Source: an optimization exercise on an open RTL-to-GDS flow (aim: small area). Production flows keep margins and buffers that such runs may drop.
The RTL was checked by simulation tests, not by an equivalence proof against the original design.

[flow/config.mk]
export PLATFORM = sky130hd
export DESIGN_NAME = QuadCopter
export DESIGN_NICKNAME = QuadCopter
export VERILOG_FILES = /design/flow/design.v
export SDC_FILE = /design/flow/constraint.sdc
export NUM_CORES = 4
export LEC_CHECK = 0
export CAP_MARGIN = 20
export CORE_MARGIN = 2
export CORE_UTILIZATION = 40
export SLEW_MARGIN = 20
[flow/constraint.sdc]
create_clock -name core_clock -period 10.0 [get_ports {clk}]
set_input_delay 2.0000 -clock core_clock [delete_from_list [all_inputs] [get_ports {clk}]]
set_output_delay 2.0000 -clock core_clock [all_outputs]
set_load 0.01 [all_outputs]
[flow/design.v]
module UART_tx (
  input logic clk,
  input logic rst_n,          
  input logic trmt,           
  input logic [7:0] tx_data,  
  output logic tx_done,       
  output logic TX             
);
	logic [11:0] baud_cnt;
	logic [3:0] bit_cnt;
	logic trans, shift, init;
	assign init = ~trans & trmt;
	assign shift = (baud_cnt == 12'hA2C);
	always_ff @(posedge clk, negedge rst_n)
		if (!rst_n)
			trans <= 1'b0;
		else if (init)
			trans <= 1'b1;
		else if (bit_cnt == 4'd10)
			trans <= 1'b0;
	always_ff @(posedge clk) begin
		if (init || shift)
			baud_cnt <= 12'h000;
		else if (trans && bit_cnt != 4'd10)
			baud_cnt <= baud_cnt + 1;
	end
	always_ff @(posedge clk) begin
		if (init)
			bit_cnt <= 4'h0;
		else if (shift)
			bit_cnt <= bit_cnt + 1;
	end
	always_comb begin
		TX = 1'b1;
		if (trans)
			case (bit_cnt)
				4'd0: TX = 1'b0;
				4'd1: TX = tx_data[0];
				4'd2: TX = tx_data[1];
				4'd3: TX = tx_data[2];
				4'd4: TX = tx_data[3];
				4'd5: TX = tx_data[4];
				4'd6: TX = tx_data[5];
				4'd7: TX = tx_data[6];
				4'd8: TX = tx_data[7];
				default: TX = 1'b1;
			endcase
	end
	assign tx_done = 1'b0;
endmodule
module UART_rcv (
  input logic clk,
  input logic rst_n,    
  input logic RX,       
  input logic clr_rdy,  
  output logic rdy,     
  output logic [7:0] rx_data  
);
	logic init, receiving, shift, set_rdy;
	logic [8:0] rx_shift_reg;
	logic [11:0] baud_cnt;
	logic [3:0] bit_cnt;
	logic RX_q1, RX_q2;
	logic rec;
	assign init = ~rec & ~RX_q2;
	assign set_rdy = rec & (bit_cnt == 4'd10);
	assign receiving = rec & (bit_cnt != 4'd10);
	always_ff @(posedge clk, negedge rst_n)
		if (!rst_n)
			rec <= 1'b0;
		else if (init)
			rec <= 1'b1;
		else if (set_rdy)
			rec <= 1'b0;
	always_ff @(posedge clk, negedge rst_n) begin
		if (!rst_n) begin
			RX_q1 <= 1'b1;
			RX_q2 <= 1'b1;
		end else begin
			RX_q1 <= RX;
			RX_q2 <= RX_q1;
		end
	end
	always_ff @(posedge clk)
		if (shift)
			rx_shift_reg <= {RX_q2, rx_shift_reg[8:1]};
	assign rx_data = rx_shift_reg[7:0];
	always_ff @(posedge clk) begin
		if (init)
			baud_cnt <= 12'h516;
		else if (shift)
			baud_cnt <= 12'hA2C;
		else if (receiving)
			baud_cnt <= baud_cnt - 1;
	end
	assign shift = ~|baud_cnt;
	always_ff @(posedge clk) begin
		if (init)
			bit_cnt <= 4'h0;
		else if (shift)
			bit_cnt <= bit_cnt + 1;
	end
	always_ff @(posedge clk, negedge rst_n)
		if (!rst_n)
			rdy <= 1'b0;
		else if (set_rdy)
			rdy <= 1'b1;
		else if (init | clr_rdy)
			rdy <= 1'b0;
endmodule
module UART(
  input wire clk,rst_n,
  input wire RX,trmt,
  input wire clr_rx_rdy,
  input wire [7:0] tx_data,
  output wire TX,rx_rdy,tx_done,
  output wire [7:0] rx_data
);
  UART_tx iTX(.clk(clk), .rst_n(rst_n), .TX(TX), .trmt(trmt),
          .tx_data(tx_data), .tx_done(tx_done));
  UART_rcv iRX(.clk(clk), .rst_n(rst_n), .RX(RX), .rdy(rx_rdy),
              .clr_rdy(clr_rx_rdy), .rx_data(rx_data));
endmodule
`default_nettype none
module UART_comm (
  input wire logic clk, rst_n,   
  input wire logic RX,           
  input wire logic send_resp,    
  input wire logic [7:0] resp,   
  input wire logic clr_cmd_rdy,  
  output wire logic TX,         
  output wire logic resp_sent,  
  output reg cmd_rdy,           
  output reg [2:0] op,          
  output wire [15:0] data       
);
  wire [7:0] rx_data;
  wire rx_rdy;
  reg [7:0] data_hi;
  reg [1:0] state;
  UART iUART(.clk(clk), .rst_n(rst_n), .RX(RX), .TX(TX), .tx_data(resp), .trmt(send_resp),
            .tx_done(resp_sent), .rx_data(rx_data), .rx_rdy(rx_rdy), .clr_rx_rdy(rx_rdy));
  wire capture_high = rx_rdy & ~state[0] & ~state[1];
  wire capture_mid  = rx_rdy & state[0];
  wire set_cmd_rdy  = rx_rdy & state[1];
  always_ff @(posedge clk)
    if (capture_high)
      case (rx_data)
        8'h02: op <= 3'd1;
        8'h03: op <= 3'd2;
        8'h04: op <= 3'd3;
        8'h05: op <= 3'd4;
        8'h06: op <= 3'd5;
        8'h07: op <= 3'd6;
        default: op <= 3'd0;
      endcase
  always_ff @(posedge clk)
    if (capture_mid)
      data_hi <= rx_data;
  assign data = {data_hi, rx_data};
  always_ff @(posedge clk, negedge rst_n) begin
    if (!rst_n)
      cmd_rdy <= 1'b0;
    else if (clr_cmd_rdy | capture_high)
      cmd_rdy <= 1'b0;
    else if (set_cmd_rdy)
      cmd_rdy <= 1'b1;
  end
  always_ff @(posedge clk, negedge rst_n) begin
    if (!rst_n)
      state <= 2'd0;
    else if (rx_rdy)
      state <= {state[0], ~state[0] & ~state[1]};
  end
endmodule
module cmd_cfg
#(parameter FAST_SIM = 1)
(
  input wire clk, rst_n,
  input wire cmd_rdy,
  input wire [2:0] op,
  input wire [15:0] data,
  input wire cal_done,
  output wire clr_cmd_rdy,
  output wire [7:0] resp,
  output wire send_resp,
  output reg [15:0] d_ptch, d_roll, d_yaw,
  output reg [8:0] thrst,
  output wire strt_cal,
  output wire inertial_cal,
  output reg motors_off
);
  localparam INTERP = 2'd0, WAIT_MTR_RAMP = 2'd1, WAIT_CAL_DONE = 2'd2, RESP = 2'd3;
  reg [1:0] state;
  reg [8:0] tmr;
  wire go = (state == INTERP) & cmd_rdy;
  wire emer = go & (op == 3'd6);
  wire cal = go & (op == 3'd5);
  wire tmr_full = &tmr;
  assign clr_cmd_rdy = go;
  assign resp = 8'hA5;
  assign send_resp = (state == RESP);
  assign strt_cal = (state == WAIT_MTR_RAMP) & tmr_full;
  assign inertial_cal = (state == WAIT_MTR_RAMP) | ((state == WAIT_CAL_DONE) & ~cal_done) | cal;
  always_ff @(posedge clk, negedge rst_n)
    if (!rst_n)
      d_ptch <= 16'h0000;
    else if (emer)
      d_ptch <= 16'h0000;
    else if (go & (op == 3'd1))
      d_ptch <= data;
  always_ff @(posedge clk, negedge rst_n)
    if (!rst_n)
      d_roll <= 16'h0000;
    else if (emer)
      d_roll <= 16'h0000;
    else if (go & (op == 3'd2))
      d_roll <= data;
  always_ff @(posedge clk, negedge rst_n)
    if (!rst_n)
      d_yaw <= 16'h0000;
    else if (emer)
      d_yaw <= 16'h0000;
    else if (go & (op == 3'd3))
      d_yaw <= data;
  always_ff @(posedge clk, negedge rst_n)
    if (!rst_n)
      thrst <= 9'h000;
    else if (emer)
      thrst <= 9'h000;
    else if (go & (op == 3'd4))
      thrst <= data[8:0];
  always_ff @(posedge clk)
    if (cal)
      tmr <= 9'h000;
    else
      tmr <= tmr + 1;
  always_ff @(posedge clk, negedge rst_n)
    if (!rst_n)
      motors_off <= 1'b1;
    else if (go & (op == 3'd0))
      motors_off <= 1'b1;
    else if (inertial_cal)
      motors_off <= 1'b0;
  always_ff @(posedge clk, negedge rst_n)
    if (!rst_n)
      state <= INTERP;
    else case (state)
      INTERP: if (cmd_rdy) state <= (op == 3'd5) ? WAIT_MTR_RAMP : RESP;
      WAIT_MTR_RAMP: if (tmr_full) state <= WAIT_CAL_DONE;
      WAIT_CAL_DONE: if (cal_done) state <= RESP;
      default: state <= INTERP;
    endcase
endmodule
module ESC_interface_pipeline (
  input wire clk,
  input wire rst_n,
  input wire wrt,           
  input wire wrt_ff,
  input wire [12:0] kq,
  input wire kr0,
  input wire [10:0] SPEED,
  output reg PWM
);
  reg [11:0] spd;
  reg zero;    
  always_ff @(posedge clk, negedge rst_n)
    if (!rst_n)
      spd <= 12'd3378;
    else if (wrt)
      spd <= {1'b0, SPEED};
  always_ff @(posedge clk)
    zero <= ~wrt_ff & kr0 & (kq == {1'b0, spd});
  always_ff @(posedge clk, negedge rst_n) begin
    if (!rst_n)
      PWM <= 1'b0;
    else if (zero)
      PWM <= 1'b0;
    else if (wrt_ff)
      PWM <= 1'b1;
  end
endmodule
module ESCs (
  input wire clk, rst_n,
  input wire [10:0] frnt_spd,
  input wire [10:0] bck_spd,
  input wire [10:0] lft_spd,
  input wire [10:0] rght_spd,
  input wire motors_off,
  input wire wrt,
  output wire frnt,
  output wire bck,
  output wire lft,
  output wire rght
);
  reg wrt_ff;
  reg [12:0] kq;
  reg [1:0] kr;
  always_ff @(posedge clk, negedge rst_n)
    if (!rst_n)
      wrt_ff <= 1'b0;
    else
      wrt_ff <= wrt;
  always_ff @(posedge clk, negedge rst_n)
    if (!rst_n) begin
      kq <= 13'd3378;
      kr <= 2'd1;
    end else if (wrt_ff) begin
      kq <= 13'd3378;
      kr <= 2'd1;
    end else if (kr == 2'd2) begin
      kq <= kq + 13'd1;
      kr <= 2'd0;
    end else if (kr == 2'd0 && kq == 13'd5461) begin
      kq <= 13'd0;
      kr <= 2'd0;
    end else
      kr <= kr + 2'd1;
  ESC_interface_pipeline frntESC(.clk(clk), .rst_n(rst_n), .wrt(wrt), .wrt_ff(wrt_ff), .kq(kq), .kr0(kr == 2'd0),
              .SPEED(motors_off ? 11'h000 : frnt_spd), .PWM(frnt));
  ESC_interface_pipeline bckESC(.clk(clk), .rst_n(rst_n), .wrt(wrt), .wrt_ff(wrt_ff), .kq(kq), .kr0(kr == 2'd0),
              .SPEED(motors_off ? 11'h000 : bck_spd), .PWM(bck));
  ESC_interface_pipeline lftESC(.clk(clk), .rst_n(rst_n), .wrt(wrt), .wrt_ff(wrt_ff), .kq(kq), .kr0(kr == 2'd0),
              .SPEED(motors_off ? 11'h000 : lft_spd), .PWM(lft));
  ESC_interface_pipeline rghtESC(.clk(clk), .rst_n(rst_n), .wrt(wrt), .wrt_ff(wrt_ff), .kq(kq), .kr0(kr == 2'd0),
              .SPEED(motors_off ? 11'h000 : rght_spd), .PWM(rght));
endmodule
module PD_math_pipeline (
  input wire clk,
  input wire init,            
  input wire hold,            
  input wire wr,              
  input wire [15:0] desired,
  input wire [15:0] actual,
  output wire signed [11:0] dterm,
  output wire signed [9:0] pterm
);
  wire [16:0] err = {actual[15],actual} - {desired[15],desired};
  wire [9:0] err_sat = (err[16]) ?
            ((&err[15:9] == 0) ? 10'h200 : err[9:0]) :
            ((|err[15:9]) ? 10'h1ff : err[9:0]);
  reg [9:0] err_sat_ff;
  reg [6:0] D_diff_sat_ff;
  reg [109:0] ring;
  reg [9:0] prev11;
  always_ff @(posedge clk)
    if (!hold)
      err_sat_ff <= err_sat;
  always_ff @(posedge clk)
    ring <= {init ? 10'h000 : wr ? err_sat_ff : ring[9:0], ring[109:10]};
  always_ff @(posedge clk)
    if (init)
      prev11 <= 10'h000;
    else if (wr)
      prev11 <= ring[9:0];
  wire [9:0] D_diff = err_sat_ff - prev11;
  wire [6:0] D_diff_sat = (D_diff[9]) ?
              ((&D_diff[8:6] == 0) ? 7'h40 : D_diff[6:0]) :
              ((|D_diff[8:6]) ? 7'h3f : D_diff[6:0]);
  always_ff @(posedge clk)
    D_diff_sat_ff <= D_diff_sat;
  assign dterm = $signed(D_diff_sat_ff) * $signed(5'b00111);
  assign pterm = {err_sat_ff[9], err_sat_ff[9:1]} + {{3{err_sat_ff[9]}}, err_sat_ff[9:3]};
endmodule
`default_nettype none
module flght_cntrl_pipeline(
  input wire clk,
  input wire rst_n,
  input wire init,
  input wire vld,
  input wire inertial_cal,
  input wire signed [15:0] d_ptch, d_roll, d_yaw,
  input wire signed [15:0] ptch, roll, yaw,
  input wire [8:0] thrst,
  output wire [10:0] frnt_spd,
  output wire [10:0] bck_spd,
  output wire [10:0] lft_spd,
  output wire [10:0] rght_spd
);
  localparam CAL_SPEED = 11'h290;
  localparam MIN_RUN_SPEED = 13'h2C0;
  wire [9:0] ptch_pterm, roll_pterm, yaw_pterm;
  wire [11:0] ptch_dterm, roll_dterm, yaw_dterm;
  reg [3:0] rot, oldest;
  reg pend;
  wire wr = pend & (rot == oldest);
  always_ff @(posedge clk)
    rot <= (rot >= 4'd10) ? 4'd0 : rot + 4'd1;
  always_ff @(posedge clk)
    if (init)
      oldest <= 4'd0;
    else if (wr)
      oldest <= (oldest == 4'd10) ? 4'd0 : oldest + 4'd1;
  always_ff @(posedge clk)
    if (init)
      pend <= 1'b0;
    else if (vld)
      pend <= 1'b1;
    else if (wr)
      pend <= 1'b0;
  PD_math_pipeline iPTCH(.clk(clk),.init(init),.hold(pend),.wr(wr),.desired(d_ptch),.actual(ptch),.pterm(ptch_pterm),.dterm(ptch_dterm));
  PD_math_pipeline iROLL(.clk(clk),.init(init),.hold(pend),.wr(wr),.desired(d_roll),.actual(roll),.pterm(roll_pterm),.dterm(roll_dterm));
  PD_math_pipeline iYAW(.clk(clk),.init(init),.hold(pend),.wr(wr),.desired(d_yaw),.actual(yaw),.pterm(yaw_pterm),.dterm(yaw_dterm));
  wire [12:0] tp = {{3{ptch_pterm[9]}},ptch_pterm} + {ptch_dterm[11],ptch_dterm};
  wire [12:0] tr = {{3{roll_pterm[9]}},roll_pterm} + {roll_dterm[11],roll_dterm};
  wire [12:0] ty = {{3{yaw_pterm[9]}},yaw_pterm} + {yaw_dterm[11],yaw_dterm};
  wire [12:0] base = MIN_RUN_SPEED + {4'b0000,thrst};
  wire [12:0] bx = base - ty;
  wire [12:0] by = base + ty;
  wire [12:0] frnt_sum = bx - tp;
  wire [12:0] bck_sum = bx + tp;
  wire [12:0] lft_sum = by - tr;
  wire [12:0] rght_sum = by + tr;
  reg [10:0] frnt_sat, bck_sat, lft_sat, rght_sat;
  always_ff @(posedge clk) begin
    frnt_sat <= (|frnt_sum[12:11]) ? 11'h7ff : frnt_sum[10:0];
    bck_sat <= (|bck_sum[12:11]) ? 11'h7ff : bck_sum[10:0];
    lft_sat <= (|lft_sum[12:11]) ? 11'h7ff : lft_sum[10:0];
    rght_sat <= (|rght_sum[12:11]) ? 11'h7ff : rght_sum[10:0];
  end
  assign frnt_spd = (inertial_cal) ? CAL_SPEED : frnt_sat;
  assign bck_spd = (inertial_cal) ? CAL_SPEED : bck_sat;
  assign lft_spd = (inertial_cal) ? CAL_SPEED : lft_sat;
  assign rght_spd = (inertial_cal) ? CAL_SPEED : rght_sat;
endmodule
`default_nettype none
module SPI_mnrch (
  input wire logic clk,     
  input wire logic rst_n,   
  output      logic SS_n,  
  output      logic SCLK,  
  output      logic MOSI,  
  input  wire logic MISO,  
  input  wire logic wrt,  
  input  wire logic [15:0] wt_data,  
  output      reg done,  
  output      logic [15:0] rd_data  
);
  logic [4:0] bit_cntr;
  logic init, ld_SCLK, shft, set_done, done16;
  logic [3:0] SCLK_div;
  logic [15:0] shft_reg;
  typedef enum reg[1:0] {IDLE, TRANS, TEARDOWN} state_t;
  state_t state, nxt_state;
  always_ff @(posedge clk) begin
    if (init) begin
      bit_cntr <= 5'b00000;
    end else if (shft) begin
      bit_cntr <= bit_cntr + 1;
    end
  end
  assign done16 = (bit_cntr[4]) ? 1'b1 : 1'b0;
  always_ff @(posedge clk, negedge rst_n) begin
    if (!rst_n) begin
      SCLK_div <= 4'b1011;
    end else if (ld_SCLK) begin
      SCLK_div <= 4'b1011;
    end else begin
      SCLK_div <= SCLK_div + 1;
    end
  end
  assign SCLK = SCLK_div[3];
  assign shft = (SCLK_div == 4'h9) ? 1'b1 : 1'b0;
  always_ff @(posedge clk) begin
    if (init) begin
      shft_reg <= wt_data;
    end else if (shft) begin
      shft_reg <= {shft_reg[14:0], MISO};
    end
  end
  assign MOSI = shft_reg[15];
  assign rd_data = shft_reg;
  always_ff @(posedge clk, negedge rst_n) begin
    if (!rst_n)
      state <= IDLE;
    else
      state <= nxt_state;
  end
  always_comb begin
    init = 1'b0;
    set_done = 1'b0;
    SS_n = 1'b0;
    ld_SCLK = 1'b0;
    nxt_state = state;
    case(state)
      TRANS: if (done16) begin
          nxt_state = TEARDOWN;
        end else begin
          nxt_state = TRANS;
        end
      TEARDOWN: if (&SCLK_div[3:1]) begin
          nxt_state = IDLE;
          SS_n = 1'b1;
          set_done = 1'b1;
        end else begin
          nxt_state = TEARDOWN;
        end
      default: begin
        SS_n = 1'b1;
        ld_SCLK = 1'b1;
        if (wrt) begin
          init = 1'b1;
          nxt_state = TRANS;
        end else begin
          nxt_state = IDLE;
        end
        end
    endcase
  end
  always_ff @(posedge clk, negedge rst_n) begin
    if (!rst_n) begin
      done <= 1'b0;
    end else if (init) begin
      done <= 1'b0;
    end else if (set_done) begin
      done <= 1'b1;
    end
  end
endmodule
module inertial_integrator(clk,rst_n,init,strt_cal,cal_done,vld,ptch_rt,roll_rt,yaw_rt,
                           acc_byte,axl,axh,ayl,ptch,roll,yaw);
parameter FAST_SIM = 1;
input wire clk, rst_n;
input wire init;                  
input wire strt_cal;
input wire vld;                   
input wire [15:0] ptch_rt, roll_rt, yaw_rt;
input wire [7:0] acc_byte;        
input wire axl, axh, ayl;         
output wire cal_done;
output wire signed [15:0] ptch, roll, yaw;
  localparam IDLE = 2'd0, CALIBRATING = 2'd1, RUNNING = 2'd2;
  reg [1:0] state;
  reg [3:0] smpl_cntr;
  reg signed [26:0] ptch_int, roll_int, yaw_int;
  reg [15:0] ptch_off, roll_off, yaw_off;
  reg [19:0] ax_acc, ay_acc;
  reg [11:0] ptch_g, roll_g;
  reg [3:0] avg_cntr;
  reg v1, v2, v2c;
  wire calibrating = (state == CALIBRATING);
  wire running = state[1];
  assign cal_done = calibrating & (smpl_cntr == 4'd8);
  wire clr = (strt_cal & (state == IDLE)) | cal_done;
  always_ff @(posedge clk, negedge rst_n)
    if (!rst_n)
      state <= IDLE;
    else if (strt_cal & ~calibrating)
      state <= CALIBRATING;
    else if (cal_done)
      state <= RUNNING;
  always_ff @(posedge clk)
    if (strt_cal & ~calibrating)
      smpl_cntr <= 4'd0;
    else if (calibrating & vld)
      smpl_cntr <= smpl_cntr + 1;
  always_ff @(posedge clk) begin
    v1 <= vld;
    v2 <= v1;
    v2c <= v1 & running;
  end
  wire gt_p = $signed(ptch_g) > $signed(ptch_int[26:13]);
  wire gt_r = $signed(roll_g) > $signed(roll_int[26:13]);
  wire [15:0] fus_p = running ? (gt_p ? 16'h0800 : 16'hF800) : 16'h0000;
  wire [15:0] fus_r = running ? (gt_r ? 16'h0800 : 16'hF800) : 16'h0000;
  wire [15:0] comp_p = ptch_rt - (v2c ? ptch_off : 16'h0000);
  wire [15:0] comp_r = roll_rt - (v2c ? roll_off : 16'h0000);
  wire [15:0] comp_y = yaw_rt - (v2c ? yaw_off : 16'h0000);
  wire [15:0] b_p = v1 ? fus_p : comp_p;
  wire [15:0] b_r = v1 ? fus_r : comp_r;
  wire [26:0] sum_p = ptch_int + {{11{b_p[15]}}, b_p};
  wire [26:0] sum_r = roll_int + {{11{b_r[15]}}, b_r};
  wire [26:0] sum_y = yaw_int + {{11{comp_y[15]}}, comp_y};
  always_ff @(posedge clk) begin
    if (init) begin
      ptch_int <= 27'd0;
      roll_int <= 27'd0;
    end else if (v1) begin
      ptch_int <= sum_p;
      roll_int <= sum_r;
    end else if (clr) begin
      ptch_int <= 27'd0;
      roll_int <= 27'd0;
    end else if (v2) begin
      ptch_int <= sum_p;
      roll_int <= sum_r;
    end
  end
  always_ff @(posedge clk)
    if (init | clr)
      yaw_int <= 27'd0;
    else if (v2)
      yaw_int <= sum_y;
  always_ff @(posedge clk)
    if (cal_done) begin
      ptch_off <= ptch_int[18:3];
      roll_off <= roll_int[18:3];
      yaw_off <= yaw_int[18:3];
    end
  wire c15 = &avg_cntr;
  wire cap = (avg_cntr == 4'd0);
  always_ff @(posedge clk)
    if (init)
      avg_cntr <= 4'd0;
    else if (vld)
      avg_cntr <= avg_cntr + 1;
  wire [19:0] acc_add = axl | ayl ? {12'h000, acc_byte} : {{4{acc_byte[7]}}, acc_byte, 8'h00};
  always_ff @(posedge clk)
    if (init | (v1 & cap))
      ax_acc <= 20'd0;
    else if ((axl | axh) & ~c15)
      ax_acc <= ax_acc + acc_add;
  always_ff @(posedge clk)
    if (init | (v2 & cap))
      ay_acc <= 20'd0;
    else if ((ayl | vld) & ~c15)
      ay_acc <= ay_acc + acc_add;
  wire signed [15:0] m = v1 ? ax_acc[19:4] : ay_acc[19:4];
  wire signed [16:0] mn = v1 ? -m : m;
  wire signed [25:0] q = mn * $signed(10'sd327);
  always_ff @(posedge clk)
    if (init) begin
      ptch_g <= 12'd0;
      roll_g <= 12'd0;
    end else if (cap) begin
      if (v1) roll_g <= q[24:13];
      if (v2) ptch_g <= q[24:13];
    end
  assign ptch = {{2{ptch_int[26]}},ptch_int[26:13]};
  assign roll = {{2{roll_int[26]}},roll_int[26:13]};
  assign yaw = {{2{yaw_int[26]}},yaw_int[26:13]};
endmodule
module inert_intf
#(parameter FAST_SIM = 1)
(
  input wire clk, rst_n,
  input wire MISO,
  input wire INT,
  input wire strt_cal,
  output wire signed [15:0] ptch,roll,yaw,
  output wire cal_done,
  output wire vld,
  output wire init,                         
  output wire SS_n,SCLK,MOSI
);
  logic INT_1, INT_2;
  logic done;
  logic [15:0] cnt;
  reg [15:0] ptch_reg, roll_reg, yaw_reg;
  logic wrt;
  logic [15:0] cmd, inert_data;
  localparam [3:0] INIT1 = 4'd0, INIT2 = 4'd1, INIT3 = 4'd2, INIT4 = 4'd3, WAIT_DATA = 4'd4,
                   PTCH_L = 4'd5, PTCH_H = 4'd6, ROLL_L = 4'd7, ROLL_H = 4'd8, YAW_L = 4'd9,
                   YAW_H = 4'd10, AX_L = 4'd11, AX_H = 4'd12, AY_L = 4'd13, AY_H = 4'd14;
  reg [3:0] state;
  SPI_mnrch iSPI(.clk(clk),.rst_n(rst_n),.SS_n(SS_n),.SCLK(SCLK),.MISO(MISO),.MOSI(MOSI),
                 .wrt(wrt),.done(done),.rd_data(inert_data),.wt_data(cmd));
  inertial_integrator #(FAST_SIM) iINT(.clk(clk), .rst_n(rst_n), .init(init), .strt_cal(strt_cal),
                       .cal_done(cal_done), .vld(vld), .ptch_rt(ptch_reg), .roll_rt(roll_reg),
                       .yaw_rt(yaw_reg), .acc_byte(inert_data[7:0]),
                       .axl(state == AX_L && done), .axh(state == AX_H && done),
                       .ayl(state == AY_L && done),
                       .ptch(ptch), .roll(roll), .yaw(yaw));
  assign init = (state == INIT1);
  assign vld = (state == AY_H) && done;
  always_ff @(posedge clk, negedge rst_n) begin
    if (!rst_n) begin
      INT_1 <= 1'b0;
      INT_2 <= 1'b0;
    end else begin
      INT_1 <= INT;
      INT_2 <= INT_1;
    end
  end
  always_ff @(posedge clk, negedge rst_n)
    if (!rst_n)
      cnt <= 16'h0000;
    else
      cnt <= cnt + 1;
  always_ff @(posedge clk) begin
    if (done) begin
      if (state == PTCH_L) ptch_reg[7:0] <= inert_data[7:0];
      if (state == PTCH_H) ptch_reg[15:8] <= inert_data[7:0];
      if (state == ROLL_L) roll_reg[7:0] <= inert_data[7:0];
      if (state == ROLL_H) roll_reg[15:8] <= inert_data[7:0];
      if (state == YAW_L) yaw_reg[7:0] <= inert_data[7:0];
      if (state == YAW_H) yaw_reg[15:8] <= inert_data[7:0];
    end
  end
  always_comb begin
    case (state)
      INIT1: cmd = 16'h0D02;
      INIT2: cmd = 16'h1062;
      INIT3: cmd = 16'h1162;
      INIT4: cmd = 16'h1460;
      WAIT_DATA: cmd = 16'hA200;
      PTCH_L: cmd = 16'hA300;
      PTCH_H: cmd = 16'hA400;
      ROLL_L: cmd = 16'hA500;
      ROLL_H: cmd = 16'hA600;
      YAW_L: cmd = 16'hA700;
      YAW_H: cmd = 16'hA800;
      AX_L: cmd = 16'hA900;
      AX_H: cmd = 16'hAA00;
      AY_L: cmd = 16'hAB00;
      default: cmd = 16'h0000;
    endcase
  end
  assign wrt = (state == INIT1) ? &cnt :
               (state == WAIT_DATA) ? INT_2 :
               (state == AY_H) ? 1'b0 : done;
  always_ff @(posedge clk, negedge rst_n)
    if (!rst_n)
      state <= INIT1;
    else case (state)
      INIT1: if (&cnt) state <= INIT2;
      WAIT_DATA: if (INT_2) state <= PTCH_L;
      AY_H: if (done) state <= WAIT_DATA;
      default: if (done) state <= state + 4'd1;
    endcase
endmodule
module reset_synch (
  input logic RST_n,  
  input logic clk,    
  output reg rst_n    
);
	logic q1;
	always_ff @(negedge clk, negedge RST_n) begin
		if (!RST_n) begin
			q1 <= 1'b0;
			rst_n <= 1'b0;
		end else begin
			q1 <= 1'b1;
			rst_n <= q1;
		end
	end
endmodule
`default_nettype none
module QuadCopter(
  input wire clk,    
  input wire RST_n,  
  input wire RX,     
  input wire MISO,   
  input wire INT,    
  output wire SS_n,  
  output wire SCLK,  
  output wire MOSI,  
  output wire TX,    
  output wire FRNT,  
  output wire BCK,   
  output wire LFT,   
  output wire RGHT   
);
  wire cmd_rdy;
  wire [2:0] op;
  wire [15:0] data;
  wire clr_cmd_rdy;
  wire [7:0] resp;
  wire send_resp;
  wire vld;
  wire init;
  wire signed [15:0] ptch, roll, yaw;
  wire signed [15:0] d_ptch, d_roll, d_yaw;
  wire [8:0] thrst;
  wire rst_n;
  wire strt_cal;
  wire inertial_cal;
  wire motors_off;
  wire cal_done;
  wire [10:0] frnt_spd, bck_spd, lft_spd, rght_spd;
  localparam FAST_SIM = 1;
  UART_comm iCOMM(
    .clk(clk), .rst_n(rst_n),
    .RX(RX), .TX(TX),
    .resp(resp), .send_resp(send_resp), .resp_sent(),
    .cmd_rdy(cmd_rdy), .op(op), .data(data), .clr_cmd_rdy(clr_cmd_rdy)
  );
  cmd_cfg #(FAST_SIM) iCMD(
    .clk(clk), .rst_n(rst_n),
    .cmd_rdy(cmd_rdy), .op(op), .data(data), .clr_cmd_rdy(clr_cmd_rdy),
    .resp(resp), .send_resp(send_resp),
    .d_ptch(d_ptch), .d_roll(d_roll), .d_yaw(d_yaw), .thrst(thrst),
    .strt_cal(strt_cal), .inertial_cal(inertial_cal), .motors_off(motors_off),
    .cal_done(cal_done)
  );
  inert_intf #(FAST_SIM) iNEMO(
    .clk(clk), .rst_n(rst_n),
    .ptch(ptch), .roll(roll), .yaw(yaw),
    .strt_cal(strt_cal), .cal_done(cal_done), .vld(vld), .init(init),
    .SS_n(SS_n), .SCLK(SCLK), .MOSI(MOSI), .MISO(MISO), .INT(INT)
  );
  flght_cntrl_pipeline ifly(
    .clk(clk), .rst_n(rst_n), .init(init),
    .vld(vld),
    .d_ptch(d_ptch), .d_roll(d_roll), .d_yaw(d_yaw),
    .ptch(ptch), .roll(roll), .yaw(yaw),
    .thrst(thrst), .inertial_cal(inertial_cal),
    .frnt_spd(frnt_spd), .bck_spd(bck_spd), .lft_spd(lft_spd), .rght_spd(rght_spd)
  );
  ESCs iESC (
    .clk(clk), .rst_n(rst_n),
    .frnt_spd(frnt_spd), .bck_spd(bck_spd), .lft_spd(lft_spd), .rght_spd(rght_spd),
    .wrt(vld), .motors_off(motors_off),
    .frnt(FRNT), .bck(BCK), .lft(LFT), .rght(RGHT)
  );
  reset_synch iRST (.clk(clk), .RST_n(RST_n), .rst_n(rst_n));
endmodule
[flow/run.sh]
#!/bin/bash
# synth_recipe.tcl (not shown) runs the flow's synth.tcl, then flattens the netlist and writes it again
# the make line also repeats each setting of config.mk as NAME=value (left out here)
make -C /OpenROAD-flow-scripts/flow DESIGN_CONFIG=/design/flow/config.mk WORK_HOME=/design/flow/orfs CLKGATE_MAP_FILE= SYNTH_SCRIPT=/design/flow/synth_recipe.tcl finish
==> results by group <==
CTS
  • CTS tree: yes
  • CTS Buf Count: 100
  • CTS Root Cell: clkbuf_16
  • Clk Latency, worst-skew pair: around 730 ps
  • CTS Hold Bufs: 0
  • CTS Buffer Depth: 3
  • H-Tree Depth: 3
  • CTS clk-pin slew, worst paths: 60 ps
  • Post-CTS Repair Setup Buffers: 0
  • Clock sink count: 968
  • CTS resizes: 0

Cells and area
  • Layout cells sized above 1: 0.0611
  • Antenna Cells: 0
  • Regs by FF count: ifly.iPTCH.ring x110, ifly.iROLL.ring x110, ifly.iYAW.ring x110
  • P&R area growth vs syn: 10.4%
  • Design Area, Final: between 50,000 and 60,000 um^2
  • Final nets: between 5,000 and 6,000
  • Filler cells: 12,300

Global route
  • Largest net degree at the start of global routing: about 170
  • First-pass GRT wire length: about 190,000 um
  • Most Used Layer, Global Route: met2
  • Grt met3 use: 0.0243
  • All-layer global routing usage: 0.172
  • Number of global-route vias before repair: 35,600
  • Final global-route overflow total: 0
  • Initial antenna violation count: 0
  • Met2 usage: 0.297
  • M1 GR Usage: 0.225

Yosys
  • Synth Area in Adders: 0.175
  • Largest area contributor in the netlist: dfxtp_1
  • Syn Inst Count: between 5,000 and 6,000
  • Mapped Area: 51,700 um^2
  • Compound-Gate Fraction of Synth Area: 0.151
  • Post-Synth Simple-Gate Area: 0.124
  • Register area share after synthesis: 0.423
  • Mux share of post-synthesis cell area: 0.0112
  • Largest family of logic cells by synthesized area: adder cells
  • Syn nets: 5,950
  • Avg Cell Area, Syn: around 10 um^2
  • Post-synth top area share: 0.248
  • Synth warn: 12
  • Number of synthesized flops with an enable pin: between 150 and 200
  • Synth Area in XOR/XNOR: 0.0677
  • Synth cell types: between 100 and 150
  • Ys flop type: dfxtp_1
  • Top cells by area, synth: dfxtp_1 25%, ha_1 13%, edfxtp_1 9.4%
  • Post-synthesis async set-or-reset flop share: 0.171
  • FF+latch count, synth: 968

Die
  • Die Span X: roughly 360 um
  • Number of cell rows: about 130
  • Die Ht: approximately 360 um
  • IO Count: 13
  • Initial Util: 0.404
  • Die Area: about 130,000 um^2
  • Core Area: 128,000 um^2

Route
  • Drt via density: a little over 5
  • Wire length per cell: 16.1 um
  • Initial DRC Count: 1,923
  • Remaining DRCs: 0
  • WL final: between 100,000 and 150,000 um
  • TritonRoute pass-1 iters: 7
  • Via count: around 36,000
  • Antenna-violating nets left: 0

Worst setup path
  • Crit start category: register
  • Crit path DAT: 7550 ps
  • R2R setup slack: approximately 3000 ps
  • Critical Path End Type: register
  • Crit path max fanout: a little under 60
  • WP data required: approximately 11,000 ps
  • Critical path class: register to register

Placed design
  • Dpl hpwl: about 83,000 um
  • Input/output buffers: 12
  • Gpl congestion: between 0.8 and 0.9
  • Placed instance area: between 50,000 and 60,000 um^2

Run
  • Max-cap violations: 0

Timing
  • Fmax achieved: between 0.1 and 0.15 GHz
  • Final min period: 6980 ps
  • Fin crit share: 0.698
  • Setup violators final: 0
  • Clock Skews: ~80 ps
  • RSZ-0062 raised after global routing: false
  • Final hold vios: 0
  • Worst slew pin tran: slightly above 1000 ps
  • Final Slew Violations: 0
  • Slew headroom: 0.306
  • Setup tns final: 0 ps

Outcome
  • Outcome: no timing/DRC/antenna violations

Hold path
  • Hold Crit Class: register to register
==> through the flow <==
stage	setup WS [ps]	cells	hold WS, ps	utilization
final	3020	7046	284	0.447
after global routing	2520	7046	294	0.447
after CTS	3000	7044	276	0.446
after detailed placement	2770	6858	312	0.419
after global placement	2790	6857	303	0.419
after floorplan	15.0	5297	292	-
==> placed cells by master (no fill, tap or decap), types with 30 or more instances in the layout <==
cell type    n
nand2b_1    42
nand4_1     35
a211oi_1    31
dfxtp_1    639
o21ai_0    260
nor3_1      85
and3_1      38
fa_1       127
nand2_1    479
edfxtp_1   162
a21oi_1    358
a22o_1      57
o21bai_1    60
dfrtp_1    130
nand3_1     96
a22oi_1     35
clkbuf_16  103
nor2b_1     61
o21a_1      59
mux2i_1     43
xnor2_1    234
inv_1      504
nor2_1     375
a21o_1      97
nor4_1      32
or3_1       30
dfstp_2     34
xor2_1     163
ha_1       521
==> cell usage after synthesis, types with 97 or more instances <==
master    instances
dfxtp_1         640
ha_1            521
inv_1           505
nand2_1         480
nor2_1          376
a21oi_1         358
o21ai_0         261
xnor2_1         234
xor2_1          163
edfxtp_1        162
dfrtp_1         130
fa_1            127
clkbuf_1        118
a21o_1           97
==> kinds of logic after synthesis <==
family                     Yosys count
buffers and inverters              652
other                                1
muxes                               56
DFF                                968
adders and majority gates          648
xor gates and xnor gates           398
and+or+nand+nor                   1381
AOI/OAI and AO/OA                 1193
==> worst paths after layout <==
path / startpoint / endpoint / cells after the start
setup / recovery: iNEMO.iINT.v1$_DFF_P_ / iNEMO.iINT.ptch_g[10]$_SDFFE_PP0P_ / 25
hold / removal: ifly.iYAW.ring[82]$_DFF_P_ / ifly.iYAW.ring[72]$_DFF_P_ / 0
setup reg to reg: iNEMO.iINT.v1$_DFF_P_ / iNEMO.iINT.ptch_g[10]$_SDFFE_PP0P_ / 25
hold reg to reg: ifly.iYAW.ring[82]$_DFF_P_ / ifly.iYAW.ring[72]$_DFF_P_ / 0
max in group asynchronous: RST_n / iRST.q1$_DFF_NN0_ / 1
min in group asynchronous: iRST.rst_n$_DFF_NN0_ / iCOMM.iUART.iRX.rec$_DFFE_PN0P_ / 1
==> area by class of cell <==
| class | instances | area, um^2 | share of cell area |
|---|---|---|---|
| clock buffers | 130 | 2750 | 0.0482 |
| inverters | 508 | 1910 | 0.0334 |
| repair buffers | 45 | 389 | 0.00682 |
| well taps | 1662 | 2080 | 0.0364 |
| multi-input cells | 3677 | 27400 | 0.479 |
| clock inverters | 56 | 718 | 0.0126 |
| flip-flops and latches | 968 | 21900 | 0.383 |
==> worst max-delay path, cell delays in order (launching register included) <==
cell	delay [ps]
dfxtp_2	490
buf_4	600
mux2i_1	240
o21ai_0	100
or2_1	280
or3_1	350
or3_1	330
xor2_1	150
mux2_2	330
ha_1	310
ha_1	320
fa_1	480
fa_1	550
inv_1	50
fa_1	520
inv_1	40
ha_1	220
a21o_1	180
a21oi_1	140
nor2b_1	70
a211oi_1	200
o21ai_0	160
a21oi_1	250
o21ai_0	130
xor2_1	170
a22o_1	210
==> metal layers <==
| layer | part of all wire | wire, um | vias up |
|---|---|---|---|
| met5 | 0 | 0 | - |
| met4 | 0.023 | 2560 | 0 |
| met3 | 0.031 | 3530 | 157 |
| met2 | 0.48 | 54100 | 470 |
| met1 | 0.47 | 53200 | 17300 |
| li1 | - | - | 18300 |
